Source: an optimization exercise on an open RTL-to-GDS flow (aim: small area). Production flows keep margins and buffers that such runs may drop. In this exercise RTL edits were held to simulation tests only and were not proved equivalent to the original. No activity file was given, so power comes from the tool's default toggle rates.

==> design.v <==
module ALU (A, B, sub, f3, ALU_result, eq);
input  [31:0] A, B;
input  sub;
input  [2:0] f3;
output [31:0] ALU_result;
output eq;
wire [31:0] Bx = B ^ {32{sub}};
wire [31:0] p  = A ^ Bx;
wire [31:0] g  = A & Bx;
wire [31:0] c;
adder_carry ac (.g(g), .p(p), .cin(sub), .c(c));
wire [31:0] s  = p ^ c;
assign ALU_result = f3[2] ? (f3[1] ? (g | (p & {32{~f3[0]}})) : p) : s;
assign eq = ~|p;
endmodule
module adder_carry (g, p, cin, c);
input  [31:0] g, p;
input  cin;
output [31:0] c;    
wire g0c = g[0] | (p[0] & cin);
wire G1 = g[1] | (p[1] & g0c);
wire P2 = p[1] & p[0];
wire G3 = g[3] | (p[3] & g[2]);
wire P4 = p[3] & p[2];
wire G5 = g[5] | (p[5] & g[4]);
wire P6 = p[5] & p[4];
wire G7 = g[7] | (p[7] & g[6]);
wire P8 = p[7] & p[6];
wire G9 = g[9] | (p[9] & g[8]);
wire P10 = p[9] & p[8];
wire G11 = g[11] | (p[11] & g[10]);
wire P12 = p[11] & p[10];
wire G13 = g[13] | (p[13] & g[12]);
wire P14 = p[13] & p[12];
wire G15 = g[15] | (p[15] & g[14]);
wire P16 = p[15] & p[14];
wire G17 = g[17] | (p[17] & g[16]);
wire P18 = p[17] & p[16];
wire G19 = g[19] | (p[19] & g[18]);
wire P20 = p[19] & p[18];
wire G21 = g[21] | (p[21] & g[20]);
wire P22 = p[21] & p[20];
wire G23 = g[23] | (p[23] & g[22]);
wire P24 = p[23] & p[22];
wire G25 = g[25] | (p[25] & g[24]);
wire P26 = p[25] & p[24];
wire G27 = g[27] | (p[27] & g[26]);
wire P28 = p[27] & p[26];
wire G29 = g[29] | (p[29] & g[28]);
wire P30 = p[29] & p[28];
wire G31 = g[31] | (p[31] & g[30]);
wire P32 = p[31] & p[30];
wire G33 = g[2] | (p[2] & G1);
wire P34 = p[2] & P2;
wire G35 = G3 | (P4 & G1);
wire P36 = P4 & P2;
wire G37 = g[6] | (p[6] & G5);
wire P38 = p[6] & P6;
wire G39 = G7 | (P8 & G5);
wire P40 = P8 & P6;
wire G41 = g[10] | (p[10] & G9);
wire P42 = p[10] & P10;
wire G43 = G11 | (P12 & G9);
wire P44 = P12 & P10;
wire G45 = g[14] | (p[14] & G13);
wire P46 = p[14] & P14;
wire G47 = G15 | (P16 & G13);
wire P48 = P16 & P14;
wire G49 = g[18] | (p[18] & G17);
wire P50 = p[18] & P18;
wire G51 = G19 | (P20 & G17);
wire P52 = P20 & P18;
wire G53 = g[22] | (p[22] & G21);
wire P54 = p[22] & P22;
wire G55 = G23 | (P24 & G21);
wire P56 = P24 & P22;
wire G57 = g[26] | (p[26] & G25);
wire P58 = p[26] & P26;
wire G59 = G27 | (P28 & G25);
wire P60 = P28 & P26;
wire G61 = g[30] | (p[30] & G29);
wire P62 = p[30] & P30;
wire G63 = G31 | (P32 & G29);
wire P64 = P32 & P30;
wire G65 = g[4] | (p[4] & G35);
wire P66 = p[4] & P36;
wire G67 = G5 | (P6 & G35);
wire P68 = P6 & P36;
wire G69 = G37 | (P38 & G35);
wire P70 = P38 & P36;
wire G71 = G39 | (P40 & G35);
wire P72 = P40 & P36;
wire G73 = g[12] | (p[12] & G43);
wire P74 = p[12] & P44;
wire G75 = G13 | (P14 & G43);
wire P76 = P14 & P44;
wire G77 = G45 | (P46 & G43);
wire P78 = P46 & P44;
wire G79 = G47 | (P48 & G43);
wire P80 = P48 & P44;
wire G81 = g[20] | (p[20] & G51);
wire P82 = p[20] & P52;
wire G83 = G21 | (P22 & G51);
wire P84 = P22 & P52;
wire G85 = G53 | (P54 & G51);
wire P86 = P54 & P52;
wire G87 = G55 | (P56 & G51);
wire P88 = P56 & P52;
wire G89 = g[28] | (p[28] & G59);
wire P90 = p[28] & P60;
wire G91 = G29 | (P30 & G59);
wire P92 = P30 & P60;
wire G93 = G61 | (P62 & G59);
wire P94 = P62 & P60;
wire G95 = G63 | (P64 & G59);
wire P96 = P64 & P60;
wire G97 = g[8] | (p[8] & G71);
wire P98 = p[8] & P72;
wire G99 = G9 | (P10 & G71);
wire P100 = P10 & P72;
wire G101 = G41 | (P42 & G71);
wire P102 = P42 & P72;
wire G103 = G43 | (P44 & G71);
wire P104 = P44 & P72;
wire G105 = G73 | (P74 & G71);
wire P106 = P74 & P72;
wire G107 = G75 | (P76 & G71);
wire P108 = P76 & P72;
wire G109 = G77 | (P78 & G71);
wire P110 = P78 & P72;
wire G111 = G79 | (P80 & G71);
wire P112 = P80 & P72;
wire G113 = g[24] | (p[24] & G87);
wire P114 = p[24] & P88;
wire G115 = G25 | (P26 & G87);
wire P116 = P26 & P88;
wire G117 = G57 | (P58 & G87);
wire P118 = P58 & P88;
wire G119 = G59 | (P60 & G87);
wire P120 = P60 & P88;
wire G121 = G89 | (P90 & G87);
wire P122 = P90 & P88;
wire G123 = G91 | (P92 & G87);
wire P124 = P92 & P88;
wire G125 = G93 | (P94 & G87);
wire P126 = P94 & P88;
wire G127 = G95 | (P96 & G87);
wire P128 = P96 & P88;
wire G129 = g[16] | (p[16] & G111);
wire P130 = p[16] & P112;
wire G131 = G17 | (P18 & G111);
wire P132 = P18 & P112;
wire G133 = G49 | (P50 & G111);
wire P134 = P50 & P112;
wire G135 = G51 | (P52 & G111);
wire P136 = P52 & P112;
wire G137 = G81 | (P82 & G111);
wire P138 = P82 & P112;
wire G139 = G83 | (P84 & G111);
wire P140 = P84 & P112;
wire G141 = G85 | (P86 & G111);
wire P142 = P86 & P112;
wire G143 = G87 | (P88 & G111);
wire P144 = P88 & P112;
wire G145 = G113 | (P114 & G111);
wire P146 = P114 & P112;
wire G147 = G115 | (P116 & G111);
wire P148 = P116 & P112;
wire G149 = G117 | (P118 & G111);
wire P150 = P118 & P112;
wire G151 = G119 | (P120 & G111);
wire P152 = P120 & P112;
wire G153 = G121 | (P122 & G111);
wire P154 = P122 & P112;
wire G155 = G123 | (P124 & G111);
wire P156 = P124 & P112;
wire G157 = G125 | (P126 & G111);
wire P158 = P126 & P112;
wire G159 = G127 | (P128 & G111);
wire P160 = P128 & P112;
assign c[0] = cin;
assign c[1] = g0c;
assign c[2] = G1;
assign c[3] = G33;
assign c[4] = G35;
assign c[5] = G65;
assign c[6] = G67;
assign c[7] = G69;
assign c[8] = G71;
assign c[9] = G97;
assign c[10] = G99;
assign c[11] = G101;
assign c[12] = G103;
assign c[13] = G105;
assign c[14] = G107;
assign c[15] = G109;
assign c[16] = G111;
assign c[17] = G129;
assign c[18] = G131;
assign c[19] = G133;
assign c[20] = G135;
assign c[21] = G137;
assign c[22] = G139;
assign c[23] = G141;
assign c[24] = G143;
assign c[25] = G145;
assign c[26] = G147;
assign c[27] = G149;
assign c[28] = G151;
assign c[29] = G153;
assign c[30] = G155;
assign c[31] = G157;
endmodule
module ALUcontrol (Instruction, sub);
input  [31:0] Instruction;
output sub;
assign sub = Instruction[5] & Instruction[4] & Instruction[30];
endmodule
module control (Instruction, RegWrite, MemWrite, MemtoReg, UseRs2, Branch, SType);
input  [6:0] Instruction;
output RegWrite, MemWrite, MemtoReg, UseRs2, Branch, SType;
wire b4 = Instruction[4];
wire b5 = Instruction[5];
wire b6 = Instruction[6];
assign RegWrite = b4 | ~b5;             
assign MemWrite = b5 & ~b4 & ~b6;       
assign MemtoReg = ~b4;                  
assign UseRs2   = b5 & (b4 | b6);       
assign Branch   = b6;                   
assign SType    = b5;                   
endmodule
module generador_inmediato (instruction, SType, ImmIS, ImmB);
input  [31:0] instruction;
input  SType;
output [31:0] ImmIS;
output [31:1] ImmB;
assign ImmIS = {{21{instruction[31]}}, instruction[30:25],
                SType ? instruction[11:7] : instruction[24:20]};
assign ImmB  = {{20{instruction[31]}}, instruction[7], instruction[30:25], instruction[11:8]};
endmodule
module Register (CLK, RESET_N, RegWrite, RegRead_1, RegRead_2, w_reg, w_data, r_data1, r_data2);
input  CLK, RESET_N, RegWrite;
input  [4:0] RegRead_1, RegRead_2, w_reg;
input  [31:0] w_data;
output [31:0] r_data1, r_data2;
reg  [31:1] valid;
wire [31:0] rf [1:31];
wire [31:1] we;
wire [31:0] t1 [0:31];
wire [31:0] t2 [0:31];
assign t1[0] = 32'b0;
assign t2[0] = 32'b0;
genvar i;
generate
  for (i = 1; i < 32; i = i + 1) begin : r
    reg [31:0] q;
    assign we[i] = RegWrite & (w_reg == i);
    always @(posedge CLK or negedge RESET_N)
      if (!RESET_N) valid[i] <= 1'b0;
      else if (we[i]) valid[i] <= 1'b1;
    always @(posedge CLK)
      q <= (w_data & {32{we[i]}}) | (q & {32{~we[i]}});
    wire s1 = (RegRead_1 == i) & valid[i];
    wire s2 = (RegRead_2 == i) & valid[i];
    assign t1[i] = t1[i-1] | (q & {32{s1}});
    assign t2[i] = t2[i-1] | (q & {32{s2}});
  end
endgenerate
assign r_data1 = t1[31];
assign r_data2 = t2[31];
endmodule
module procesador_singlecycle (CLK,RESET_N,idata,ddata_r,iaddr,daddr,ddata_w,d_rw);
input CLK, RESET_N;
input  [31:0] idata;
input  [31:0] ddata_r;
output [31:0] iaddr, daddr;
output [31:0] ddata_w;
output d_rw;
wire RegWrite, MemtoReg, UseRs2, Branch, SType, sub, eq;
wire [31:0] ImmIS, rs1v, rs2v, alu;
wire [31:1] ImmB;
control control (.Instruction(idata[6:0]), .RegWrite(RegWrite), .MemWrite(d_rw),
                 .MemtoReg(MemtoReg), .UseRs2(UseRs2), .Branch(Branch), .SType(SType));
ALUcontrol ALUCONTROL (.Instruction(idata), .sub(sub));
generador_inmediato gen_Imm (.instruction(idata), .SType(SType), .ImmIS(ImmIS), .ImmB(ImmB));
Register Register (.CLK(CLK), .RESET_N(RESET_N), .RegWrite(RegWrite),
                   .RegRead_1(idata[19:15]), .RegRead_2(idata[24:20]), .w_reg(idata[11:7]),
                   .w_data(MemtoReg ? ddata_r : alu), .r_data1(rs1v), .r_data2(rs2v));
ALU ALU (.A(rs1v), .B(UseRs2 ? rs2v : ImmIS), .sub(sub), .f3(idata[14:12]),
         .ALU_result(alu), .eq(eq));
reg  [31:1] PC;
wire taken = Branch & (eq ^ idata[12]);      
wire [31:0] px = {PC, 1'b0};
wire [31:0] py = {taken ? ImmB : 31'd2, 1'b0};
wire [31:0] pc_c;
pc_carry pc_add (.g(px & py), .p(px ^ py), .cin(1'b0), .c(pc_c));
wire [31:0] npc = px ^ py ^ pc_c;
always @(posedge CLK or negedge RESET_N)
  if (!RESET_N) PC <= 31'b0;
  else PC <= npc[31:1];
assign iaddr   = {PC, 1'b0};
assign daddr   = alu;
assign ddata_w = rs2v;
endmodule
module pc_carry (g, p, cin, c);
input  [31:0] g, p;
input  cin;
output [31:0] c;    
wire g0c = g[0] | (p[0] & cin);
wire G1 = g[1] | (p[1] & g0c);
wire P2 = p[1] & p[0];
wire G3 = g[3] | (p[3] & g[2]);
wire P4 = p[3] & p[2];
wire G5 = g[5] | (p[5] & g[4]);
wire P6 = p[5] & p[4];
wire G7 = g[7] | (p[7] & g[6]);
wire P8 = p[7] & p[6];
wire G9 = g[9] | (p[9] & g[8]);
wire P10 = p[9] & p[8];
wire G11 = g[11] | (p[11] & g[10]);
wire P12 = p[11] & p[10];
wire G13 = g[13] | (p[13] & g[12]);
wire P14 = p[13] & p[12];
wire G15 = g[15] | (p[15] & g[14]);
wire P16 = p[15] & p[14];
wire G17 = g[17] | (p[17] & g[16]);
wire P18 = p[17] & p[16];
wire G19 = g[19] | (p[19] & g[18]);
wire P20 = p[19] & p[18];
wire G21 = g[21] | (p[21] & g[20]);
wire P22 = p[21] & p[20];
wire G23 = g[23] | (p[23] & g[22]);
wire P24 = p[23] & p[22];
wire G25 = g[25] | (p[25] & g[24]);
wire P26 = p[25] & p[24];
wire G27 = g[27] | (p[27] & g[26]);
wire P28 = p[27] & p[26];
wire G29 = g[29] | (p[29] & g[28]);
wire P30 = p[29] & p[28];
wire G31 = g[31] | (p[31] & g[30]);
wire P32 = p[31] & p[30];
wire G33 = G3 | (P4 & G1);
wire P34 = P4 & P2;
wire G35 = G7 | (P8 & G5);
wire P36 = P8 & P6;
wire G37 = G11 | (P12 & G9);
wire P38 = P12 & P10;
wire G39 = G15 | (P16 & G13);
wire P40 = P16 & P14;
wire G41 = G19 | (P20 & G17);
wire P42 = P20 & P18;
wire G43 = G23 | (P24 & G21);
wire P44 = P24 & P22;
wire G45 = G27 | (P28 & G25);
wire P46 = P28 & P26;
wire G47 = G31 | (P32 & G29);
wire P48 = P32 & P30;
wire G49 = G35 | (P36 & G33);
wire P50 = P36 & P34;
wire G51 = G39 | (P40 & G37);
wire P52 = P40 & P38;
wire G53 = G43 | (P44 & G41);
wire P54 = P44 & P42;
wire G55 = G47 | (P48 & G45);
wire P56 = P48 & P46;
wire G57 = G51 | (P52 & G49);
wire P58 = P52 & P50;
wire G59 = G55 | (P56 & G53);
wire P60 = P56 & P54;
wire G61 = G59 | (P60 & G57);
wire P62 = P60 & P58;
wire G63 = G53 | (P54 & G57);
wire P64 = P54 & P58;
wire G65 = G37 | (P38 & G49);
wire P66 = P38 & P50;
wire G67 = G41 | (P42 & G57);
wire P68 = P42 & P58;
wire G69 = G45 | (P46 & G63);
wire P70 = P46 & P64;
wire G71 = G5 | (P6 & G33);
wire P72 = P6 & P34;
wire G73 = G9 | (P10 & G49);
wire P74 = P10 & P50;
wire G75 = G13 | (P14 & G65);
wire P76 = P14 & P66;
wire G77 = G17 | (P18 & G57);
wire P78 = P18 & P58;
wire G79 = G21 | (P22 & G67);
wire P80 = P22 & P68;
wire G81 = G25 | (P26 & G63);
wire P82 = P26 & P64;
wire G83 = G29 | (P30 & G69);
wire P84 = P30 & P70;
wire G85 = g[2] | (p[2] & G1);
wire P86 = p[2] & P2;
wire G87 = g[4] | (p[4] & G33);
wire P88 = p[4] & P34;
wire G89 = g[6] | (p[6] & G71);
wire P90 = p[6] & P72;
wire G91 = g[8] | (p[8] & G49);
wire P92 = p[8] & P50;
wire G93 = g[10] | (p[10] & G73);
wire P94 = p[10] & P74;
wire G95 = g[12] | (p[12] & G65);
wire P96 = p[12] & P66;
wire G97 = g[14] | (p[14] & G75);
wire P98 = p[14] & P76;
wire G99 = g[16] | (p[16] & G57);
wire P100 = p[16] & P58;
wire G101 = g[18] | (p[18] & G77);
wire P102 = p[18] & P78;
wire G103 = g[20] | (p[20] & G67);
wire P104 = p[20] & P68;
wire G105 = g[22] | (p[22] & G79);
wire P106 = p[22] & P80;
wire G107 = g[24] | (p[24] & G63);
wire P108 = p[24] & P64;
wire G109 = g[26] | (p[26] & G81);
wire P110 = p[26] & P82;
wire G111 = g[28] | (p[28] & G69);
wire P112 = p[28] & P70;
wire G113 = g[30] | (p[30] & G83);
wire P114 = p[30] & P84;
assign c[0] = cin;
assign c[1] = g0c;
assign c[2] = G1;
assign c[3] = G85;
assign c[4] = G33;
assign c[5] = G87;
assign c[6] = G71;
assign c[7] = G89;
assign c[8] = G49;
assign c[9] = G91;
assign c[10] = G73;
assign c[11] = G93;
assign c[12] = G65;
assign c[13] = G95;
assign c[14] = G75;
assign c[15] = G97;
assign c[16] = G57;
assign c[17] = G99;
assign c[18] = G77;
assign c[19] = G101;
assign c[20] = G67;
assign c[21] = G103;
assign c[22] = G79;
assign c[23] = G105;
assign c[24] = G63;
assign c[25] = G107;
assign c[26] = G81;
assign c[27] = G109;
assign c[28] = G69;
assign c[29] = G111;
assign c[30] = G83;
assign c[31] = G113;
endmodule
==> flow/run.sh <==
#!/bin/bash
# Own layout flow: the standard flow (standard.sh, unchanged synthesis, floorplan,
# power grid, placement, routing), with two changes:
#  - port buffers are sky130_fd_sc_hd__buf_1 instead of the default delay buffer;
#  - the clock tree uses small clock buffers and no dummy loads.
set -euo pipefail
bash standard.sh \
  "BUFFER_PORTS_ARGS=-buffer_cell sky130_fd_sc_hd__buf_1" \
  "CTS_ARGS=-sink_clustering_enable -repair_clock_nets -dont_use_dummy_load -buf_list {sky130_fd_sc_hd__clkbuf_4 sky130_fd_sc_hd__clkbuf_8}" \
  finish > make_finish.log 2>&1
==> standard.sh <==
#!/bin/bash
# synth_recipe.tcl (not shown) runs the flow's synth.tcl, then flattens the netlist and writes it again
# the make line also repeats each setting of config.mk as NAME=value (left out here)
make -C /OpenROAD-flow-scripts/flow DESIGN_CONFIG=/design/flow/config.mk WORK_HOME=/design/flow/orfs CLKGATE_MAP_FILE= SYNTH_SCRIPT=/design/flow/synth_recipe.tcl "${@:-finish}"
==> config.mk <==
export PLATFORM = sky130hd
export DESIGN_NAME = procesador_singlecycle
export DESIGN_NICKNAME = procesador_singlecycle
export VERILOG_FILES = /design/flow/design.v
export SDC_FILE = /design/flow/constraint.sdc
export NUM_CORES = 4
export LEC_CHECK = 0
export CAP_MARGIN = 20
export CORE_MARGIN = 2
export CORE_UTILIZATION = 40
export SLEW_MARGIN = 20
==> constraint.sdc <==
create_clock -name core_clock -period 13.0 [get_ports {CLK}]
set_input_delay 2.6000 -clock core_clock [delete_from_list [all_inputs] [get_ports {CLK}]]
set_output_delay 2.6000 -clock core_clock [all_outputs]
set_load 0.01 [all_outputs]
==> results of run 1 <==
[metal layers]
metal,track usage,routed length (um),vias to the layer above
li1,-,-,14190
met2,0.532,91700,4691
met5,0.0136,306,-
met3,0.185,44200,1471
met1,0.434,72100,18832
met4,0.246,21300,18
[Yosys cell counts, types with 4 or more instances]
cell	number
o21a_1	4
nor2b_1	12
o21ai_0	42
edfxtp_1	992
ha_1	61
a31oi_1	5
or2_2	33
a222oi_1	67
a22oi_1	577
nor3b_1	5
nand3_1	243
nor4_1	9
mux2_2	28
or3_1	7
mux2i_1	7
fa_1	20
a22o_1	168
xor2_1	17
inv_1	41
a21oi_1	48
buf_6	6
or4_1	62
xnor2_1	54
a221oi_1	183
a21o_1	10
buf_2	11
buf_1	32
clkbuf_1	236
a21boi_0	6
nor3_1	5
and3_1	69
nor2_1	58
nand2b_1	10
o21bai_1	6
nand2_1	42
and2_1	14
dfrtp_1	62
nand4_1	34
[how the worst max path moves through the flow]
stage          cells past startpoint  slack [ps]         to
6_report                          22         530  daddr[17]
5_1_grt                           22         400  daddr[17]
4_1_cts                           22         810  daddr[17]
3_5_place_dp                      22         840  daddr[17]
3_3_place_gp                      22         880  daddr[17]
2_1_floorplan                     32        3120     PC[31]
[power breakdown]
part,switching (W),internal (W)
clock,0.00123,0.00111
combinational,0.000941,0.000377
sequential,0.0000828,0.00401
[worst max-delay path, stage by stage]
cell,delay [ps]
buf_1,480
and3b_1,290
and3_2,540
a22o_1,320
a221oi_1,200
nand3_1,120
or4_1,820
a22oi_1,290
xnor2_1,160
o21ai_0,180
ha_1,390
nor2b_1,160
o31ai_1,610
a21oi_1,240
o21bai_1,230
a21boi_0,290
nor2_1,300
o21ai_0,240
fa_1,470
xnor2_1,130
a21oi_1,550
buf_1,220
[stage by stage]
stage	total power [W]	cells	setup WS, ps
2_1_floorplan	0.00485	3321	3120
3_3_place_gp	0.00540	4855	877
3_5_place_dp	0.00541	4855	842
4_1_cts	0.00766	5020	807
5_1_grt	0.00793	5022	395
6_report	0.00775	5028	527
[cells in the final DEF, fill, tap and decap left out, drive strengths merged, types with 54 or more instances in the layout]
master | Yosys | final
nand3 | 243 | 243
clkbuf | 236 | 167
buf | 52 | 296
ha | 61 | 61
nor2 | 58 | 58
or4 | 63 | 63
a22o | 168 | 168
dfrtp | 62 | 62
and3 | 70 | 70
a221oi | 186 | 186
a22oi | 577 | 577
edfxtp | 992 | 992
xnor2 | 54 | 54
a222oi | 67 | 67
[area by class of cell]
type                       count  area [sq um]  area share
sequential                  1054         31300       0.600
antenna                        8          20.0    0.000383
tap                         1524          1910      0.0365
inverter                      41           154     0.00294
timing repair buffer         298          1730      0.0330
clock buffer                 165          2270      0.0434
multi-input combinational   1938         14900       0.284
[cells by family (layout without fill, tap and decap cells)]
group / after synthesis / in the layout / synth area share
DFF: 1054 / 1054 / 0.665
adders and majority gates: 81 / 81 / 0.0247
muxes: 35 / 35 / 0.00817
buffers and inverters: 329 / 504 / 0.0277
and+or+nand+nor: 612 / 612 / 0.0717
AOI/OAI and AO/OA: 1138 / 1138 / 0.190
other: 1 / 9 / 0.0000795
xor gates and xnor gates: 71 / 71 / 0.0132
==> results.sh, run 1 <==
export IMPL_outcome="no timing/DRC/antenna violations"
export IMPL_hold_violations=0
export IMPL_h_tree_depth=4
export IMPL_syn_to_final_growth_pct=10.9
export IMPL_ys_warn_count=2
export IMPL_wl_per_cell_um=45.7
export IMPL_synth_seq_cells=1054
export IMPL_cts_resized=0
export IMPL_synthArstFlopShare=0.0588
export IMPL_final_period_utilization=0.959
export IMPL_synth_edf_count=992
export IMPL_grt_overflow=0
export IMPL_cp_end_kind="output port"
export IMPL_hpwl_mm=129
export IMPL_cp_startpoint="idata[22]"
export IMPL_max_freq_ghz=0.0802
export IMPL_die_area_sq_um=121000
export IMPL_holdWs_ps=486
export IMPL_grt_pass1_wl_mm=305
export IMPL_vias=39202
export IMPL_drt_vias_per_instance=7.80
export IMPL_seq_area_frac_synth=0.665
export IMPL_clkTransAtPathRegs_ps=70
export IMPL_ios=163
export IMPL_r2r_end="PC[31]"
export IMPL_rrSetupSlack_ps=4030
export IMPL_clk_insertion_delay_late_ps=870
export IMPL_root_buffer="clkbuf_8"
export IMPL_fin_tns_setup_ps=0
export IMPL_finalSetupViolations=0
export IMPL_cts_setup_buffers=0
export IMPL_synth_nets=3468
export IMPL_worst_slew_pin_slew_ps=1260
export IMPL_r2r_start="Register.valid[16]"
export IMPL_ys_types=59
export IMPL_io_buffers=157
export IMPL_dpl_cell_area_sq_um=50000
export IMPL_drive_gt1_frac=0.136
export IMPL_yosysTopAreaCell="edfxtp_1"
export IMPL_gp_congestion=0.958
export IMPL_initial_core_util=0.405
export IMPL_rsz0062_at_grt="no"
export IMPL_ir_drop_mv=0.100
export IMPL_period_minus_slack_ps=12470
export IMPL_antenna_found_initial=14
export IMPL_cts_buffers=165
export IMPL_finalMaxSlewViolations=0
export IMPL_finClkSkew_ps=80.9
export IMPL_grt_pass1_vias=36831
export IMPL_drtAntennaViolNets=0
export IMPL_arrival_ps=9870
export IMPL_core_sq_um=117000
export IMPL_clk_path_buf_depth=3
export IMPL_maxCapViolations=0
export IMPL_num_nets_final=3645
export IMPL_worstSetupPathType="primary input to output port"
export IMPL_die_h_um=347
export IMPL_start_kind="primary input"
export IMPL_holdBufCountCts=0
export IMPL_gr_usage_all_layers=0.370
export IMPL_holdPathEnd="Register.valid[12]"
export IMPL_slew_headroom=0.162
export IMPL_synthCells=3321
export IMPL_die_x_um=347
export IMPL_syn_area_sq_um=47200
export IMPL_grt_max_degree=63
export IMPL_synth_flop_cell="edfxtp_1"
export IMPL_drt_iter0_drc=9236
export IMPL_synth_top_area_share=0.632
export IMPL_hp_class="flip-flop to flip-flop"
export IMPL_drcViolationCount=0
export IMPL_fin_area_sq_um=52300
export IMPL_final_util=0.449
export IMPL_power_leakage_nw=17.3
export IMPL_required_ps=10400
export IMPL_cts_num_sinks=1054
export IMPL_rows=125
export IMPL_synth_avg_cell_area_sq_um=14.2
export IMPL_routed_wl_mm=230
export IMPL_crit_fanout=15
export IMPL_hold_depth=1
export IMPL_p_per_area_nw_per_um2=148
export IMPL_tritoncts="built"
export IMPL_fillers=10364
export IMPL_first_pass_iters=12
export IMPL_yosys_top_cells_area="edfxtp_1, a22oi_1, a221oi_1"
export IMPL_reg2reg_depth=30
export IMPL_hold_start="Register.valid[12]"
==> run 2: changes to the inputs <==
--- a/config.mk
+++ b/config.mk
@@ -7,5 +7,6 @@
 export LEC_CHECK = 0
 export CAP_MARGIN = 20
 export CORE_MARGIN = 2
-export CORE_UTILIZATION = 40
+export CORE_UTILIZATION = 60
+export PLACE_DENSITY = 0.7
 export SLEW_MARGIN = 20
==> results.sh, run 2 <==
export IMPL_path_cells="buf_1 -> nor2b_1 -> and3_2 -> buf_4 -> buf_4 -> a222oi_1 -> nand3_1 -> or4_1 -> o21ai_0 -> xnor2_1 -> ha_1 -> a21oi_1 -> o21ai_0 -> a221oi_1 -> nand3_1 -> and2_1 -> a21oi_1 -> xor2_1 -> a21oi_1 -> buf_1"
export IMPL_drtAntennaViolNets=0
export IMPL_finalSetupViolations=0
export IMPL_path_common_cell="a21oi_1"
export IMPL_die_x_um=284
export IMPL_drive_gt1_frac=0.136
export IMPL_gp_congestion=1.03
export IMPL_first_pass_iters=14
export IMPL_synth_nets=3468
export IMPL_ir_drop_mv=0.0880
export IMPL_core_sq_um=77600
export IMPL_arrival_ps=9860
export IMPL_cts_setup_buffers=0
export IMPL_syn_to_final_growth_pct=9.57
export IMPL_synthArstFlopShare=0.0588
export IMPL_slew_headroom=0.0958
export IMPL_yosysMostFrequentCell="edfxtp_1"
export IMPL_synth_flop_cell="edfxtp_1"
export IMPL_yosysTopAreaCell="edfxtp_1"
export IMPL_cts_num_sinks=1054
export IMPL_drcViolationCount=0
export IMPL_grt_pass1_wl_mm=301
export IMPL_tritoncts="built"
export IMPL_die_h_um=284
export IMPL_start_kind="primary input"
export IMPL_final_period_utilization=0.959
export IMPL_ys_warn_count=2
export IMPL_required_ps=10400
export IMPL_h_tree_depth=4
export IMPL_grt_use_met2=0.723
export IMPL_drt_iter0_drc=11740
export IMPL_yosys_top_cells_area="edfxtp_1, a22oi_1, a221oi_1"
export IMPL_setup_ws_ps=539
export IMPL_worstSetupPathType="primary input to output port"
export IMPL_p_seq_frac=0.526
export IMPL_drt_vias_per_instance=9.01
export IMPL_comb_power_share=0.176
export IMPL_pre_cts_ws_ps=1110
export IMPL_fin_tns_setup_ps=0
export IMPL_hold_depth=1
export IMPL_maxCapViolations=0
export IMPL_synthTopCellsByCount="edfxtp_1, a22oi_1, nand3_1"
export IMPL_hp_class="flip-flop to flip-flop"
export IMPL_crit_cells=20
export IMPL_wl_per_cell_um=49.3
export IMPL_routed_wl_mm=225
export IMPL_holdBufCountCts=0
export IMPL_syn_area_sq_um=47200
export IMPL_power_total_w=0.00778
export IMPL_worst_slew_pin_slew_ps=1360
export IMPL_grtUsageMet3=0.348
export IMPL_final_cell_mix="edfxtp_1, a22oi_1, nand3_1, a221oi_1, a22o_1"
export IMPL_rsz0062_at_grt="no"
export IMPL_cpPeakStageDelay_ps=850
export IMPL_p_sw_w=0.00229
export IMPL_ys_types=59
export IMPL_gr_usage_all_layers=0.547
export IMPL_rows=102
export IMPL_cp_end_kind="output port"
export IMPL_ios=163
export IMPL_reg2reg_depth=29
export IMPL_busiest_layer="met2"
export IMPL_swShare=0.294
export IMPL_hold_violations=0
export IMPL_power_leakage_nw=17.3
export IMPL_grt_overflow=0
export IMPL_cpLargestDelayFamily="compound AO/OA/AOI/OAI gates"
export IMPL_crit_buf_inv=4
export IMPL_crit_slowest_cell="a21oi_1"
export IMPL_cts_resized=0
export IMPL_num_nets_final=3647
export IMPL_power_frac_clock=0.298
export IMPL_hpwl_mm=129
export IMPL_p_per_area_nw_per_um2=151
export IMPL_cts_buffers=164
export IMPL_vias=41086
export IMPL_synthCells=3321
export IMPL_clk_insertion_delay_late_ps=900
export IMPL_synth_top_area_share=0.632
export IMPL_p_int_w=0.00549
export IMPL_synth_edf_count=992
export IMPL_max_freq_ghz=0.0802
export IMPL_seq_area_frac_synth=0.665
export IMPL_outcome="no timing/DRC/antenna violations"
export IMPL_crit_fanout=13
export IMPL_clk_path_buf_depth=3
export IMPL_grt_pass1_vias=38146
export IMPL_final_util=0.666
export IMPL_antenna_found_initial=18
export IMPL_finalMaxSlewViolations=0
export IMPL_synth_avg_cell_area_sq_um=14.2
export IMPL_die_area_sq_um=80900
export IMPL_layout_commonest_cell="edfxtp_1"
export IMPL_clkTransAtPathRegs_ps=50
export IMPL_grtUsageMet1=0.638
export IMPL_period_minus_slack_ps=12460
export IMPL_synth_seq_cells=1054
export IMPL_holdWs_ps=489
export IMPL_io_buffers=157
export IMPL_finClkSkew_ps=131
export IMPL_root_buffer="clkbuf_8"
export IMPL_initial_core_util=0.608
export IMPL_grt_max_degree=63
run 2: cell counts after synthesis:
No cell type changed its count.
run 2: per-layer routing:
metal,vias to the layer above,share of wire
li1,14206,-
met1,19146,0.29
met2,5673,0.38
met3,2031,0.22
met4,30,0.11
met5,-,0.0036
run 2: logic make-up after synthesis:
kind of cell	count (synthesis)	synth area share
xor gates and xnor gates	71	0.0132
adders and majority gates	81	0.0247
buffers and inverters	329	0.0277
muxes	35	0.00817
other	1	0.0000795
AOI/OAI and AO/OA	1138	0.190
and+or+nand+nor	612	0.0717
DFF	1054	0.665
run 2: path summary, 6_finish.rpt:
check                      slack (ps)            endpoint               start
setup / recovery                  540           daddr[26]           idata[21]
hold / removal                    490  Register.valid[27]  Register.valid[27]
setup reg to reg                 3550              PC[31]  Register.valid[30]
hold reg to reg                   490  Register.valid[27]  Register.valid[27]
max in group asynchronous       10520  Register.valid[27]             RESET_N
min in group asynchronous        1930  Register.valid[28]             RESET_N
run 2: power by group through the flow:
stage	clock (W)	combinational (W)	sequential, W
after global placement	0	0.00123	0.00415
after floorplan	0	0.000697	0.00415
after CTS	0.00227	0.00127	0.00409
after global routing	0.00241	0.00141	0.00410
final	0.00232	0.00137	0.00409
after detailed placement	0	0.00126	0.00415
run 2: worst reg2reg max path: cells and delay by family (launching register included):
kind,cells,cell delay [ps]
AND/OR/NAND/NOR,7,3150
adder cells (fa/ha/maj),3,1230
XOR/XNOR,3,400
buffers and inverters,3,960
flip-flops,1,400
AO/OA/AOI/OAI,13,3130
run 2: stage by stage:
stage	instance area (sq um)	cells
after floorplan	47200	3321
after global placement	49300	4373
after detailed placement	49300	4373
after CTS	51600	4537
after global routing	51600	4547
final	51700	4561
run 2: area by class of cell:
type | count | area, sq um
clock buffers | 164 | 2260
inverters | 41 | 154
diodes | 23 | 57.6
fillers | 5474 | 25900
multi-input cells | 1938 | 14900
well taps | 1040 | 1300
flip-flops and latches | 1054 | 31300
repair buffers | 301 | 1700
==> run 3: changes to the inputs <==
--- a/design.v
+++ b/design.v
@@ -244,12 +244,12 @@
 input  [31:0] w_data;
 output [31:0] r_data1, r_data2;
 reg  [31:1] valid;
-wire [31:0] rf [1:31];
 wire [31:1] we;
 wire [31:0] t1 [0:31];
 wire [31:0] t2 [0:31];
-assign t1[0] = 32'b0;
-assign t2[0] = 32'b0;
+wire [31:1] a1, a2;    
+assign t1[0] = {32{|a1}};
+assign t2[0] = {32{|a2}};
 genvar i;
 generate
   for (i = 1; i < 32; i = i + 1) begin : r
@@ -262,8 +262,10 @@
       q <= (w_data & {32{we[i]}}) | (q & {32{~we[i]}});
     wire s1 = (RegRead_1 == i) & valid[i];
     wire s2 = (RegRead_2 == i) & valid[i];
-    assign t1[i] = t1[i-1] | (q & {32{s1}});
-    assign t2[i] = t2[i-1] | (q & {32{s2}});
+    assign t1[i] = t1[i-1] & (q | {32{~s1}});
+    assign t2[i] = t2[i-1] & (q | {32{~s2}});
+    assign a1[i] = s1;
+    assign a2[i] = s2;
   end
 endgenerate
 assign r_data1 = t1[31];
==> flow/run.sh (replaced) <==
#!/bin/bash
# Own layout flow: the standard flow (standard.sh, unchanged synthesis, floorplan,
# power grid, placement, routing), with these changes:
#  - port buffers are sky130_fd_sc_hd__buf_1 instead of the default delay buffer;
#  - after global routing, gates off the critical paths are downsized (RECOVER_POWER).
set -euo pipefail
bash standard.sh \
  "RECOVER_POWER=100" \
  "BUFFER_PORTS_ARGS=-buffer_cell sky130_fd_sc_hd__buf_1" \
  "CTS_ARGS=-sink_clustering_enable -repair_clock_nets -dont_use_dummy_load -sink_clustering_size 24 -sink_clustering_max_diameter 70 -root_buf sky130_fd_sc_hd__clkbuf_8 -buf_list {sky130_fd_sc_hd__clkbuf_8 sky130_fd_sc_hd__clkbuf_16}" \
  finish > make_finish.log 2>&1
--- a/config.mk
+++ b/config.mk
@@ -7,6 +7,5 @@
 export LEC_CHECK = 0
 export CAP_MARGIN = 20
 export CORE_MARGIN = 2
-export CORE_UTILIZATION = 60
-export PLACE_DENSITY = 0.7
+export CORE_UTILIZATION = 40
 export SLEW_MARGIN = 20
==> results.sh, run 3 <==
export IMPL_routed_wl_mm=234
export IMPL_first_pass_iters=10
export IMPL_synth_compound_area_share=0.156
export IMPL_cts_resized=0
export IMPL_synthMuxAreaShare=0.00896
export IMPL_cp_end_kind="output port"
export IMPL_worstSetupPathType="primary input to output port"
export IMPL_synth_top_area_share=0.643
export IMPL_power_leakage_nw=16.2
export IMPL_holdBufCountCts=0
export IMPL_antenna_found_initial=8
export IMPL_cts_num_sinks=1054
export IMPL_seqCellArea_sq_um=31300
export IMPL_yosysMostFrequentCell="edfxtp_1"
export IMPL_synthXorXnorAreaFrac=0.0128
export IMPL_worst_slew_pin_slew_ps=5040
export IMPL_synthArstFlopShare=0.0588
export IMPL_synth_nets=3748
export IMPL_syn_to_final_growth_pct=9.97
export IMPL_grt_pass1_vias=36996
export IMPL_ir_drop_mv=0.108
export IMPL_final_period_utilization=0.979
export IMPL_syn_area_sq_um=46400
export IMPL_cts_setup_buffers=0
export IMPL_synthCells=3601
export IMPL_io_buffers=157
export IMPL_yosys_top_cells_area="edfxtp_1, o22ai_1, dfrtp_1"
export IMPL_ys_warn_count=2
export IMPL_vias=40892
export IMPL_p_per_area_nw_per_um2=151
export IMPL_rsz0062_at_grt="no"
export IMPL_synthTopCellsByCount="edfxtp_1, o22ai_1, nor2_1"
export IMPL_clk_insertion_delay_late_ps=930
export IMPL_finalMaxSlewViolations=1155
export IMPL_finClkSkew_ps=146
export IMPL_synthAdderAreaFrac=0.0251
export IMPL_yosysTopAreaCell="edfxtp_1"
export IMPL_gp_congestion=0.936
export IMPL_maxCapViolations=36
export IMPL_hp_class="flip-flop to flip-flop"
export IMPL_slew_headroom=-2.36
export IMPL_synth_edf_count=992
export IMPL_arrival_ps=10120
export IMPL_wl_per_cell_um=44.5
export IMPL_start_kind="primary input"
export IMPL_max_freq_ghz=0.0786
export IMPL_clkTransAtPathRegs_ps=70
export IMPL_root_buffer="clkbuf_8"
export IMPL_clk_path_buf_depth=3
export IMPL_crit_slowest_cell="nor2b_1"
export IMPL_grt_pass1_wl_mm=309
export IMPL_synth_flop_cell="edfxtp_1"
export IMPL_h_tree_depth=2
export IMPL_drive_gt1_frac=0.0763
export IMPL_outcome="failed layout checks"
export IMPL_core_sq_um=115000
export IMPL_synth_seq_cells=1054
export IMPL_final_cell_mix="edfxtp_1, o22ai_1, nor2_1, nor4_1, buf_1"
export IMPL_die_area_sq_um=119000
export IMPL_synth_avg_cell_area_sq_um=12.9
export IMPL_die_h_um=344
export IMPL_hold_violations=0
export IMPL_so_faults="max-capacitance violations, max-slew violations"
export IMPL_drt_iter0_drc=9416
export IMPL_grt_max_degree=63
export IMPL_ys_types=58
export IMPL_cts_buffers=61
export IMPL_fin_tns_setup_ps=0
export IMPL_initial_core_util=0.404
export IMPL_drcViolationCount=0
export IMPL_holdWs_ps=512
export IMPL_die_x_um=344
export IMPL_ios=163
export IMPL_num_nets_final=3883
export IMPL_tritoncts="built"
export IMPL_cpPeakStageDelay_ps=830
export IMPL_rows=124
export IMPL_fillers=10321
export IMPL_finalSetupViolations=0
export IMPL_required_ps=10400
export IMPL_layout_commonest_cell="edfxtp_1"
export IMPL_multiInputGateArea_sq_um=14400
export IMPL_drtAntennaViolNets=0
export IMPL_hpwl_mm=121
export IMPL_synthSimpleGateAreaFrac=0.0978
export IMPL_crit_fanout=25
export IMPL_path_cells="buf_1 -> nor2b_1 -> nand3_2 -> and4_1 -> nand4_1 -> nor4_1 -> buf_12 -> nor3_1 -> a222oi_1 -> xnor2_1 -> ha_1 -> nor2b_1 -> o31a_1 -> o211ai_1 -> a21oi_1 -> nor3_1 -> a21oi_1 -> clkbuf_1 -> a31oi_1 -> xnor2_1 -> o21ai_0 -> buf_1"
export IMPL_synth_top_family_by_area="compound AO/OA/AOI/OAI gates"
export IMPL_seq_area_frac_synth=0.676
export IMPL_grt_overflow=0
export IMPL_period_minus_slack_ps=12720
export IMPL_drt_vias_per_instance=7.79
export IMPL_gr_usage_all_layers=0.383
## run 3: cell types whose count changed after synthesis, sizes merged, moves of 148 or more
cell / before / now
a221oi: 186 / 24
a22oi: 577 / 7
nor2: 58 / 347
nor4: 9 / 157
a22o: 168 / 5
o22ai: 1 / 960
## run 3: worst paths after layout
check	slack [ps]	to	startpoint	depth (start not counted)
max	280	daddr[31]	idata[22]	22
min	510	PC[1]	PC[1]	1
max reg2reg	3180	PC[31]	Register.valid[12]	31
min reg2reg	510	PC[1]	PC[1]	1
max in group asynchronous	7670	PC[27]	RESET_N	2
min in group asynchronous	3200	PC[24]	RESET_N	2
## run 3: metrics by stage
stage           util  power [W]  cells  area [sq um]  worst slack (ps)
6_report       0.445    0.00771   5251         51000               275
5_1_grt        0.445    0.00789   5247         51000               186
4_1_cts        0.447    0.00762   5245         51200               878
3_5_place_dp   0.434    0.00584   5184         49800               888
3_3_place_gp   0.434    0.00582   5182         49700               897
2_1_floorplan      -    0.00509   3601         46400              2980
## run 3: layout make-up
cell class,count,area share
Sequential cell,1054,0.615
Clock buffer,61,0.0288
Timing Repair Buffer,309,0.0326
Antenna cell,5,0.000245
Multi-Input combinational cell,2264,0.283
Tap cell,1512,0.0371
Inverter,46,0.00339
## run 3: logic make-up after synthesis
| group | Yosys count |
|---|---|
| xor gates and xnor gates | 68 |
| muxes | 38 |
| other | 1 |
| AOI/OAI and AO/OA | 1148 |
| adders and majority gates | 81 |
| buffers and inverters | 283 |
| DFF | 1054 |
| and+or+nand+nor | 928 |
## run 3: critical path: cells and delay by family
family	cells	cell delay [ps]
and+or+nand+nor	8	3680
AOI/OAI and AO/OA	7	2200
buffers and inverters	4	890
adders and majority gates	1	400
xor gates and xnor gates	2	310
## run 3: metal layers
metal / GRT usage / up-vias / share of wire
met4: 0.223 / 10 / 0.084
li1: - / 14863 / -
met3: 0.196 / 1398 / 0.21
met2: 0.518 / 5127 / 0.39
met5: 0.00280 / - / 0.00027
met1: 0.488 / 19494 / 0.32
## run 3: where the power goes
part	internal [W]	leakage (nW)	switching, W
combinational	0.000448	5.86	0.00120
sequential	0.00407	9.64	0.000100
clock	0.000785	0.726	0.00110
==> run 4: changes to the inputs <==
==> flow/run.sh (replaced) <==
#!/bin/bash
# Own layout flow: the standard flow (standard.sh, unchanged synthesis, floorplan,
# power grid, placement, routing), with these changes:
#  - port buffers are sky130_fd_sc_hd__buf_1 instead of the default delay buffer;
set -euo pipefail
bash standard.sh \
  "BUFFER_PORTS_ARGS=-buffer_cell sky130_fd_sc_hd__buf_1" \
  "CTS_ARGS=-sink_clustering_enable -repair_clock_nets -dont_use_dummy_load -sink_clustering_size 24 -sink_clustering_max_diameter 70 -root_buf sky130_fd_sc_hd__clkbuf_8 -buf_list {sky130_fd_sc_hd__clkbuf_8 sky130_fd_sc_hd__clkbuf_16}" \
  finish > make_finish.log 2>&1
==> results.sh, run 4 <==
export IMPL_synth_flop_cell="edfxtp_1"
export IMPL_crit_buf_inv=4
export IMPL_crit_cells=22
export IMPL_seq_area_frac_synth=0.676
export IMPL_synthTopCellsByCount="edfxtp_1, o22ai_1, nor2_1"
export IMPL_routed_wl_mm=234
export IMPL_final_cell_mix="edfxtp_1, o22ai_1, nor2_1, nor4_1, buf_1"
export IMPL_synth_top_area_share=0.643
export IMPL_cp_startpoint="idata[22]"
export IMPL_start_kind="primary input"
export IMPL_reg2reg_depth=31
export IMPL_power_total_w=0.00773
export IMPL_tritoncts="built"
export IMPL_yosys_top_cells_area="edfxtp_1, o22ai_1, dfrtp_1"
export IMPL_path_cells="buf_1 -> nor2b_1 -> nand3_2 -> and4_1 -> nand4_1 -> nor4_4 -> buf_12 -> nor3_1 -> a222oi_1 -> xnor2_1 -> ha_1 -> nor2b_1 -> o31a_1 -> o211ai_1 -> a21oi_1 -> nor3_1 -> a21oi_1 -> buf_4 -> a31oi_1 -> xnor2_1 -> o21ai_0 -> buf_1"
export IMPL_antenna_found_initial=7
export IMPL_p_sw_w=0.00241
export IMPL_synth_seq_cells=1054
export IMPL_hold_violations=0
export IMPL_hpwl_mm=121
export IMPL_hold_start="PC[1]"
export IMPL_cts_resized=0
export IMPL_drive_gt1_frac=0.0996
export IMPL_fin_tns_setup_ps=0
export IMPL_cpPeakStageDelay_ps=850
export IMPL_rsz0062_at_grt="no"
export IMPL_p_int_w=0.00533
export IMPL_power_frac_clock=0.243
export IMPL_holdWs_ps=509
export IMPL_ys_types=58
export IMPL_holdBufCountCts=0
export IMPL_hp_class="flip-flop to flip-flop"
export IMPL_first_pass_iters=10
export IMPL_p_seq_frac=0.538
export IMPL_slew_headroom=0.185
export IMPL_synth_edf_count=992
export IMPL_io_buffers=157
export IMPL_synthArstFlopShare=0.0588
export IMPL_clk_insertion_delay_late_ps=930
export IMPL_num_nets_final=3883
export IMPL_rrSetupSlack_ps=3630
export IMPL_worst_slew_pin_slew_ps=1220
export IMPL_cts_setup_buffers=0
export IMPL_grt_pass1_wl_mm=309
export IMPL_outcome="no timing/DRC/antenna violations"
export IMPL_ir_drop_mv=0.108
export IMPL_finClkSkew_ps=138
export IMPL_comb_power_share=0.218
export IMPL_gp_congestion=0.936
export IMPL_wl_per_cell_um=44.5
export IMPL_arrival_ps=10150
export IMPL_crit_slowest_cell="nor3_1"
export IMPL_ys_warn_count=2
export IMPL_h_tree_depth=2
export IMPL_seqCellArea_sq_um=31300
export IMPL_finalSetupViolations=0
export IMPL_swShare=0.311
export IMPL_ios=163
export IMPL_place_inst=5184
export IMPL_max_freq_ghz=0.0784
export IMPL_fillers=10276
export IMPL_cpLargestDelayFamily="simple AND/OR/NAND/NOR gates"
export IMPL_grt_max_degree=63
export IMPL_root_buffer="clkbuf_8"
export IMPL_yosysMostFrequentCell="edfxtp_1"
export IMPL_synth_nets=3748
export IMPL_clkTransAtPathRegs_ps=70
export IMPL_rows=124
export IMPL_crit_fanout=25
export IMPL_final_period_utilization=0.981
export IMPL_syn_to_final_growth_pct=10.6
export IMPL_r2r_end="PC[31]"
export IMPL_yosysTopAreaCell="edfxtp_1"
export IMPL_drtAntennaViolNets=0
export IMPL_clk_path_buf_depth=3
export IMPL_required_ps=10400
export IMPL_power_leakage_nw=16.5
export IMPL_gr_usage_all_layers=0.383
export IMPL_grt_pass1_vias=36996
export IMPL_layout_commonest_cell="edfxtp_1"
export IMPL_layout_cells_non_filler=5252
export IMPL_setup_ws_ps=253
export IMPL_syn_area_sq_um=46400
export IMPL_die_area_sq_um=119000
export IMPL_cts_buffers=61
export IMPL_drt_vias_per_instance=7.82
export IMPL_critPathCapture="daddr[31]"
export IMPL_grt_overflow=0
export IMPL_p_per_area_nw_per_um2=151
export IMPL_multiInputGateArea_sq_um=14500
export IMPL_cts_num_sinks=1054
export IMPL_initial_core_util=0.404
export IMPL_core_sq_um=115000
export IMPL_pre_cts_ws_ps=888
export IMPL_r2r_start="Register.valid[13]"
export IMPL_drcViolationCount=0
export IMPL_maxCapViolations=0
export IMPL_die_h_um=344
export IMPL_die_x_um=344
export IMPL_finalMaxSlewViolations=0
export IMPL_worstSetupPathType="primary input to output port"
export IMPL_synthCells=3601
export IMPL_cp_end_kind="output port"
export IMPL_synth_avg_cell_area_sq_um=12.9
export IMPL_period_minus_slack_ps=12750
export IMPL_drt_iter0_drc=9589
export IMPL_vias=41051
run 4: cell counts after synthesis:
Identical to the previous run, type by type.
run 4: layer usage:
metal	wire, um	vias to the layer above	GRT usage
li1	-	14867	-
met1	76000	19566	0.488
met2	89000	5177	0.518
met3	48200	1431	0.196
met4	20200	10	0.223
met5	70	-	0.00280
run 4: layout make-up:
type / instances / area share
antenna: 6 / 0.000293
clock buffer: 61 / 0.0287
inverter: 46 / 0.00337
multi-input combinational: 2264 / 0.283
sequential: 1054 / 0.611
tap: 1512 / 0.0369
timing repair buffer: 309 / 0.0365
run 4: worst reg2reg max path, delay by kind of cell, from the launching register on:
family	cells	cell delay (ps)
fa+ha+maj	3	1140
flops	1	460
simple gates	11	3230
compound gates	9	1930
buf+inv	5	1860
xor+xnor	3	630
run 4: cells by family (layout without fill, tap and decap cells):
kind of cell / Yosys count / after routing / synth area share
AO/OA/AOI/OAI: 1148 / 1148 / 0.156
flip-flops: 1054 / 1054 / 0.676
AND/OR/NAND/NOR: 928 / 928 / 0.0978
buffers and inverters: 283 / 416 / 0.0232
adder cells (fa/ha/maj): 81 / 81 / 0.0251
XOR/XNOR: 68 / 68 / 0.0128
multiplexers: 38 / 38 / 0.00896
other: 1 / 7 / 0.0000809
run 4: power groups by stage:
stage	Sequential, W	Clock (W)	Combinational, W
3_3_place_gp	0.00424	0	0.00158
2_1_floorplan	0.00422	0	0.000869
6_report	0.00416	0.00188	0.00169
5_1_grt	0.00418	0.00196	0.00177
3_5_place_dp	0.00424	0	0.00161
4_1_cts	0.00416	0.00185	0.00161
run 4: worst min path at each step:
stage / slack [ps] / depth (start not counted) / end
after floorplan: 460 / 1 / Register.valid[10]
after global placement: 490 / 1 / PC[1]
after detailed placement: 500 / 1 / PC[1]
after CTS: 520 / 1 / PC[1]
after global routing: 550 / 1 / PC[1]
final: 510 / 1 / PC[1]
run 4: per-stage QoR:
stage	instance area (sq um)	utilization
finish	51300	0.447
floorplan	46400	-
detailed placement	49800	0.434
CTS	51200	0.447
global placement	49700	0.434
global route	51200	0.447
==> run 5: changes to the inputs <==
--- a/design.v
+++ b/design.v
@@ -11,7 +11,7 @@
 adder_carry ac (.g(g), .p(p), .cin(sub), .c(c));
 wire [31:0] s  = p ^ c;
 assign ALU_result = f3[2] ? (f3[1] ? (g | (p & {32{~f3[0]}})) : p) : s;
-assign eq = ~|p;
+assign eq = &p;
 endmodule
 module adder_carry (g, p, cin, c);
 input  [31:0] g, p;
@@ -214,7 +214,7 @@
 module ALUcontrol (Instruction, sub);
 input  [31:0] Instruction;
 output sub;
-assign sub = Instruction[5] & Instruction[4] & Instruction[30];
+assign sub = (Instruction[5] & Instruction[4] & Instruction[30]) | Instruction[6];
 endmodule
 module control (Instruction, RegWrite, MemWrite, MemtoReg, UseRs2, Branch, SType);
 input  [6:0] Instruction;
==> results.sh, run 5 <==
export IMPL_outcome="no timing/DRC/antenna violations"
export IMPL_first_pass_iters=10
export IMPL_clk_insertion_delay_late_ps=940
export IMPL_grt_pass1_vias=36672
export IMPL_seq_area_frac_synth=0.676
export IMPL_worstSetupPathType="primary input to output port"
export IMPL_hpwl_mm=114
export IMPL_final_cell_mix="edfxtp_1, o22ai_1, nor2_1, buf_4, buf_1"
export IMPL_rsz0062_at_grt="no"
export IMPL_drt_vias_per_instance=7.70
export IMPL_slew_headroom=0.131
export IMPL_power_leakage_nw=16.6
export IMPL_antenna_found_initial=18
export IMPL_synth_nets=3742
export IMPL_yosysTopAreaCell="edfxtp_1"
export IMPL_arrival_ps=9680
export IMPL_hold_depth=1
export IMPL_syn_area_sq_um=46400
export IMPL_holdBufCountCts=0
export IMPL_synth_avg_cell_area_sq_um=12.9
export IMPL_ir_drop_mv=0.110
export IMPL_reg2reg_depth=31
export IMPL_cpPeakStageDelay_ps=1060
export IMPL_vias=40529
export IMPL_rows=124
export IMPL_worst_slew_pin_slew_ps=1290
export IMPL_final_period_utilization=0.944
export IMPL_fillers=10254
export IMPL_tritoncts="built"
export IMPL_crit_slowest_cell="nor3_2"
export IMPL_ys_types=58
export IMPL_max_freq_ghz=0.0815
export IMPL_drtAntennaViolNets=0
export IMPL_cts_setup_buffers=0
export IMPL_period_minus_slack_ps=12280
export IMPL_die_area_sq_um=119000
export IMPL_finClkSkew_ps=91.9
export IMPL_power_total_w=0.00791
export IMPL_hold_violations=0
export IMPL_maxCapViolations=0
export IMPL_crit_cells=19
export IMPL_fin_tns_setup_ps=0
export IMPL_synthXorXnorAreaFrac=0.0126
export IMPL_cts_buffers=61
export IMPL_start_kind="primary input"
export IMPL_gr_usage_all_layers=0.374
export IMPL_clk_path_buf_depth=3
export IMPL_cts_resized=0
export IMPL_hp_class="flip-flop to flip-flop"
export IMPL_required_ps=10400
export IMPL_synth_compound_area_share=0.156
export IMPL_place_inst=5193
export IMPL_wl_per_cell_um=43.5
export IMPL_finalSetupViolations=0
export IMPL_syn_to_final_growth_pct=10.7
export IMPL_grt_overflow=0
export IMPL_gp_congestion=0.941
export IMPL_synthMuxAreaShare=0.00901
export IMPL_layout_cells_non_filler=5266
export IMPL_drt_iter0_drc=9284
export IMPL_final_util=0.448
export IMPL_grt_max_degree=63
export IMPL_path_cells="buf_1 -> nor3b_1 -> nand3_2 -> nand4_1 -> or4_1 -> nor4_4 -> buf_4 -> nor3_2 -> mux2i_1 -> xnor2_1 -> ha_1 -> a21oi_1 -> o21ai_0 -> a22oi_1 -> nand2_1 -> o21ai_0 -> a21oi_1 -> nor2_1 -> buf_1"
export IMPL_seqCellArea_sq_um=31300
export IMPL_multiInputGateArea_sq_um=14600
export IMPL_die_x_um=345
export IMPL_root_buffer="clkbuf_8"
export IMPL_ios=163
export IMPL_synthSimpleGateAreaFrac=0.0996
export IMPL_ys_warn_count=2
export IMPL_drive_gt1_frac=0.104
export IMPL_core_sq_um=115000
export IMPL_synthCells=3595
export IMPL_synth_top_area_share=0.642
export IMPL_synth_flop_cell="edfxtp_1"
export IMPL_num_nets_final=3893
export IMPL_cpLargestDelayFamily="simple AND/OR/NAND/NOR gates"
export IMPL_synthTopCellsByCount="edfxtp_1, o22ai_1, nor2_1"
export IMPL_grt_pass1_wl_mm=303
export IMPL_routed_wl_mm=229
export IMPL_io_buffers=157
export IMPL_initial_core_util=0.405
export IMPL_crit_fanout=14
export IMPL_clkTransAtPathRegs_ps=70
export IMPL_synth_seq_cells=1054
export IMPL_h_tree_depth=2
export IMPL_yosys_top_cells_area="edfxtp_1, o22ai_1, dfrtp_1"
export IMPL_crit_buf_inv=3
export IMPL_p_per_area_nw_per_um2=154
export IMPL_cp_startpoint="idata[24]"
export IMPL_yosysMostFrequentCell="edfxtp_1"
export IMPL_layout_commonest_cell="edfxtp_1"
export IMPL_synthAdderAreaFrac=0.0251
export IMPL_synth_top_family_by_area="compound AO/OA/AOI/OAI gates"
export IMPL_synth_edf_count=992
export IMPL_cts_num_sinks=1054
export IMPL_r2r_start="Register.valid[7]"
export IMPL_finalMaxSlewViolations=0
export IMPL_hold_start="PC[1]"
export IMPL_synthArstFlopShare=0.0588
export IMPL_cp_end_kind="output port"
export IMPL_die_h_um=345
export IMPL_drcViolationCount=0
==> run 5: cell count changes in the layout (fill, tap and decap cells not counted), sizes merged, moves of 5 or more <==
cell   change
buf        +8
or3        +5
a21o       +8
o31ai      +5
inv       -13
nor4      -10
nand4      -8
nand3     +11
o21ai      -5
==> run 5: power by group <==
group          internal (W)  switching [W]
clock network      0.000785        0.00111
logic              0.000524        0.00131
registers           0.00408      0.0000971
==> run 5: worst register-to-register path, delay by kind of cell (launching register included) <==
| kind | cells | cell delay (ps) |
|---|---|---|
| flip-flops | 1 | 430 |
| AND/OR/NAND/NOR | 13 | 3550 |
| XOR/XNOR | 4 | 720 |
| adder cells (fa/ha/maj) | 3 | 1150 |
| AO/OA/AOI/OAI | 7 | 1600 |
| buffers and inverters | 4 | 1490 |
==> run 5: layer usage <==
metal | vias to the layer above | routed length (um) | GRT usage
met4 | 38 | 19400 | 0.209
met1 | 19266 | 73400 | 0.463
met5 | - | 934 | 0.0212
met2 | 4865 | 87000 | 0.506
li1 | 14912 | - | -
met3 | 1448 | 48600 | 0.216
==> run 5: cell type report <==
| cell class | count | share of cell area |
|---|---|---|
| antenna | 10 | 0.000487 |
| clock buffer | 61 | 0.0286 |
| tap | 1512 | 0.0368 |
| sequential | 1054 | 0.610 |
| multi-input combinational | 2278 | 0.285 |
| inverter | 33 | 0.00241 |
| timing repair buffer | 318 | 0.0366 |
==> run 5: cell families (layout without fill, tap and decap cells) <==
group	count (synthesis)	count (layout)
fa+ha+maj	81	81
other cells	1	11
simple gates	941	941
xor+xnor	67	67
compound gates	1150	1150
mux	38	38
buf+inv	263	412
flops	1054	1054
==> run 5: through the flow <==
step / hold WS (ps) / worst slack (ps) / cell area, sq um
2_1_floorplan: 462 / 3350 / 46400
3_3_place_gp: 496 / 1230 / 49800
3_5_place_dp: 503 / 1240 / 49800
4_1_cts: 519 / 1360 / 51300
5_1_grt: 529 / 807 / 51300
6_report: 525 / 723 / 51300
==> run 5: worst paths after layout <==
path                       slack [ps]   endpoint
max                               720  daddr[20]
min in group asynchronous        1900     PC[28]
min reg2reg                       520      PC[1]
min                               520      PC[1]
max reg2reg                      3930     PC[31]
max in group asynchronous       10500     PC[23]
==> run 6: changes to the inputs <==
--- a/design.v
+++ b/design.v
@@ -243,29 +243,23 @@
 input  [4:0] RegRead_1, RegRead_2, w_reg;
 input  [31:0] w_data;
 output [31:0] r_data1, r_data2;
-reg  [31:1] valid;
 wire [31:1] we;
+wire [31:0] wd = w_data & {32{RESET_N}};
 wire [31:0] t1 [0:31];
 wire [31:0] t2 [0:31];
-wire [31:1] a1, a2;    
-assign t1[0] = {32{|a1}};
-assign t2[0] = {32{|a2}};
+assign t1[0] = {32{|RegRead_1}};
+assign t2[0] = {32{|RegRead_2}};
 genvar i;
 generate
   for (i = 1; i < 32; i = i + 1) begin : r
     reg [31:0] q;
-    assign we[i] = RegWrite & (w_reg == i);
-    always @(posedge CLK or negedge RESET_N)
-      if (!RESET_N) valid[i] <= 1'b0;
-      else if (we[i]) valid[i] <= 1'b1;
+    assign we[i] = (RegWrite & (w_reg == i)) | ~RESET_N;
     always @(posedge CLK)
-      q <= (w_data & {32{we[i]}}) | (q & {32{~we[i]}});
-    wire s1 = (RegRead_1 == i) & valid[i];
-    wire s2 = (RegRead_2 == i) & valid[i];
+      q <= (wd & {32{we[i]}}) | (q & {32{~we[i]}});
+    wire s1 = (RegRead_1 == i);
+    wire s2 = (RegRead_2 == i);
     assign t1[i] = t1[i-1] & (q | {32{~s1}});
     assign t2[i] = t2[i-1] & (q | {32{~s2}});
-    assign a1[i] = s1;
-    assign a2[i] = s2;
   end
 endgenerate
 assign r_data1 = t1[31];
==> results.sh, run 6 <==
export IMPL_holdWs_ps=516
export IMPL_hold_violations=0
export IMPL_synthMuxAreaShare=0.00646
export IMPL_fillers=10134
export IMPL_synthArstFlopShare=0.0303
export IMPL_synthAdderAreaFrac=0.0255
export IMPL_antenna_found_initial=11
export IMPL_grt_pass1_vias=37156
export IMPL_critPathCapture="daddr[29]"
export IMPL_synth_avg_cell_area_sq_um=12.9
export IMPL_pre_cts_ws_ps=1480
export IMPL_p_int_w=0.00546
export IMPL_grt_pass1_wl_mm=312
export IMPL_seq_area_frac_synth=0.669
export IMPL_first_pass_iters=10
export IMPL_synth_seq_cells=1023
export IMPL_synth_top_family_by_area="compound AO/OA/AOI/OAI gates"
export IMPL_layout_cells_non_filler=5275
export IMPL_power_total_w=0.00807
export IMPL_drive_gt1_frac=0.113
export IMPL_p_seq_frac=0.559
export IMPL_finalMaxSlewViolations=0
export IMPL_die_h_um=342
export IMPL_holdBufCountCts=0
export IMPL_required_ps=10400
export IMPL_synthCells=3555
export IMPL_core_sq_um=113000
export IMPL_period_minus_slack_ps=11840
export IMPL_drt_iter0_drc=8808
export IMPL_path_cells="buf_1 -> nor3b_2 -> nand2_2 -> buf_4 -> o22ai_1 -> nor4_1 -> nand3_1 -> nor2_1 -> a21oi_1 -> xnor2_1 -> ha_1 -> and3_1 -> nand4_1 -> o21bai_1 -> a211o_1 -> and3b_1 -> xor2_1 -> mux2i_1 -> buf_1"
export IMPL_synthSimpleGateAreaFrac=0.0901
export IMPL_finClkSkew_ps=129
export IMPL_setup_ws_ps=1160
export IMPL_routed_wl_mm=237
export IMPL_num_nets_final=3907
export IMPL_wl_per_cell_um=45.0
export IMPL_initial_core_util=0.404
export IMPL_ir_drop_mv=0.101
export IMPL_slew_headroom=0.0812
export IMPL_synth_flop_cell="edfxtp_1"
export IMPL_cp_end_kind="output port"
export IMPL_cpPeakStageDelay_ps=940
export IMPL_maxCapViolations=0
export IMPL_final_cell_mix="edfxtp_1, o22ai_1, nor2_1, buf_4, buf_1"
export IMPL_max_freq_ghz=0.0845
export IMPL_start_kind="primary input"
export IMPL_rsz0062_at_grt="no"
export IMPL_ios=163
export IMPL_grt_max_degree=41
export IMPL_swShare=0.324
export IMPL_drt_vias_per_instance=7.76
export IMPL_hpwl_mm=139
export IMPL_synthTopCellsByCount="edfxtp_1, o22ai_1, nor2_1"
export IMPL_synth_edf_count=992
export IMPL_power_frac_clock=0.220
export IMPL_syn_area_sq_um=45700
export IMPL_tritoncts="built"
export IMPL_layout_commonest_cell="edfxtp_1"
export IMPL_rrSetupSlack_ps=5160
export IMPL_final_period_utilization=0.911
export IMPL_finalSetupViolations=0
export IMPL_yosysTopAreaCell="edfxtp_1"
export IMPL_cts_num_sinks=1023
export IMPL_die_area_sq_um=117000
export IMPL_fin_tns_setup_ps=0
export IMPL_worstSetupPathType="primary input to output port"
export IMPL_hp_class="flip-flop to flip-flop"
export IMPL_r2r_end="PC[31]"
export IMPL_die_x_um=342
export IMPL_ys_types=72
export IMPL_clkTransAtPathRegs_ps=80
export IMPL_synth_compound_area_share=0.171
export IMPL_place_inst=5203
export IMPL_crit_slowest_cell="nor2_1"
export IMPL_io_buffers=157
export IMPL_yosysMostFrequentCell="edfxtp_1"
export IMPL_path_common_cell="buf_1"
export IMPL_synth_nets=3702
export IMPL_cts_buffers=55
export IMPL_synthXorXnorAreaFrac=0.0125
export IMPL_grt_overflow=0
export IMPL_p_sw_w=0.00261
export IMPL_cts_setup_buffers=0
export IMPL_p_per_area_nw_per_um2=157
export IMPL_h_tree_depth=2
export IMPL_comb_power_share=0.222
export IMPL_synth_top_area_share=0.652
export IMPL_clk_insertion_delay_late_ps=900
export IMPL_power_leakage_nw=18.0
export IMPL_root_buffer="clkbuf_8"
export IMPL_drcViolationCount=0
export IMPL_gp_congestion=0.995
export IMPL_outcome="no timing/DRC/antenna violations"
export IMPL_yosys_top_cells_area="edfxtp_1, o22ai_1, nor2_1"
export IMPL_clk_path_buf_depth=3
export IMPL_syn_to_final_growth_pct=12.2
export IMPL_cts_resized=0
export IMPL_arrival_ps=9240
export IMPL_reg2reg_depth=25
export IMPL_vias=40954
export IMPL_drtAntennaViolNets=0
export IMPL_rows=123
export IMPL_crit_fanout=16
export IMPL_worst_slew_pin_slew_ps=1370
export IMPL_cp_startpoint="idata[24]"
export IMPL_ys_warn_count=2
export IMPL_gr_usage_all_layers=0.391
## run 6: area by class of cell
type | instances | area, sq um | share of cell area
Timing Repair Buffer | 385 | 2630 | 0.0513
Antenna cell | 17 | 42.5 | 0.000830
Tap cell | 1500 | 1880 | 0.0366
Clock buffer | 55 | 1320 | 0.0258
Multi-Input combinational cell | 2255 | 14700 | 0.286
Inverter | 40 | 150 | 0.00293
Sequential cell | 1023 | 30600 | 0.596
## run 6: logic make-up (layout without fill, tap and decap cells)
| kind of cell | Yosys count | in the layout |
|---|---|---|
| muxes | 29 | 29 |
| adders and majority gates | 81 | 81 |
| and+or+nand+nor | 863 | 863 |
| AOI/OAI and AO/OA | 1216 | 1216 |
| buffers and inverters | 277 | 480 |
| DFF | 1023 | 1023 |
| other | 1 | 18 |
| xor gates and xnor gates | 65 | 65 |
## run 6: metrics by stage
stage | utilization | instance area [sq um]
floorplan | - | 45700
global placement | 0.441 | 49800
detailed placement | 0.441 | 49800
CTS | 0.453 | 51200
global route | 0.453 | 51200
finish | 0.454 | 51300
## run 6: power groups by stage
stage | clock, W | sequential (W) | combinational [W]
2_1_floorplan | 0 | 0.00450 | 0.000915
3_3_place_gp | 0 | 0.00456 | 0.00167
3_5_place_dp | 0 | 0.00456 | 0.00169
4_1_cts | 0.00174 | 0.00450 | 0.00170
5_1_grt | 0.00184 | 0.00455 | 0.00185
6_report | 0.00177 | 0.00451 | 0.00179
## run 6: worst min path at each step
stage,start,endpoint,slack (ps),cells after the start
after floorplan,PC[1],PC[1],550,1
after global placement,PC[1],PC[1],500,1
after detailed placement,PC[1],PC[1],500,1
after CTS,PC[1],PC[1],520,1
after global routing,PC[1],PC[1],550,1
final,PC[1],PC[1],520,1
## run 6: critical path: cells and delay by family
family          cells  cell delay (ps)
simple gates        8             3090
buf+inv             3             1190
compound gates      4              930
mux                 1              670
fa+ha+maj           1              380
xor+xnor            2              330
## run 6: per-layer routing
metal | up-vias | GRT usage | part of all wire
met2 | 4906 | 0.543 | 0.39
met5 | - | 0.00776 | 0.0014
li1 | 14855 | - | -
met4 | 20 | 0.264 | 0.097
met1 | 19670 | 0.472 | 0.32
met3 | 1503 | 0.197 | 0.19

[afterwards: timing with drivers on the ports]
The results above use ideal ports. As a check the final layouts listed here were re-extracted and re-timed, cells and wires unchanged. Step 1, drivers: a clkbuf_16 drives CLK and a buf_2 each remaining input, both assumed. Step 2 also shifts input and output timing later by t, the mid clock arrival at the registers, as if the neighbouring blocks saw the same clock. Three values: ideal, step 1, step 2; two values: the first two.
| run | shift t [ns] | setup slack, ns | latest minus earliest clock arrival (ns) | slew at the worst register clock pin (ns) |
|---|---|---|---|---|
| run 1 | 0.903 | 0.527 / 0.470 / 0.470 | 0.081 / 0.081 | 0.07 / 0.07 |
| run 2 | 0.904 | 0.539 / 0.511 / 0.511 | 0.131 / 0.131 | 0.07 / 0.07 |
| run 3 | 0.931 | 0.275 / 0.208 / 0.158 | 0.146 / 0.145 | 0.11 / 0.11 |
| run 4 | 0.936 | 0.253 / 0.186 / 0.186 | 0.138 / 0.138 | 0.10 / 0.10 |
| run 5 | 0.967 | 0.723 / 0.691 / 0.669 | 0.092 / 0.092 | 0.10 / 0.10 |
| run 6 | 0.903 | 1.162 / 1.138 / 1.016 | 0.129 / 0.129 | 0.11 / 0.11 |
For run 6, which loses most, drivers alone change the setup slack by -0.024 ns; drivers and shift together by -0.146 ns.
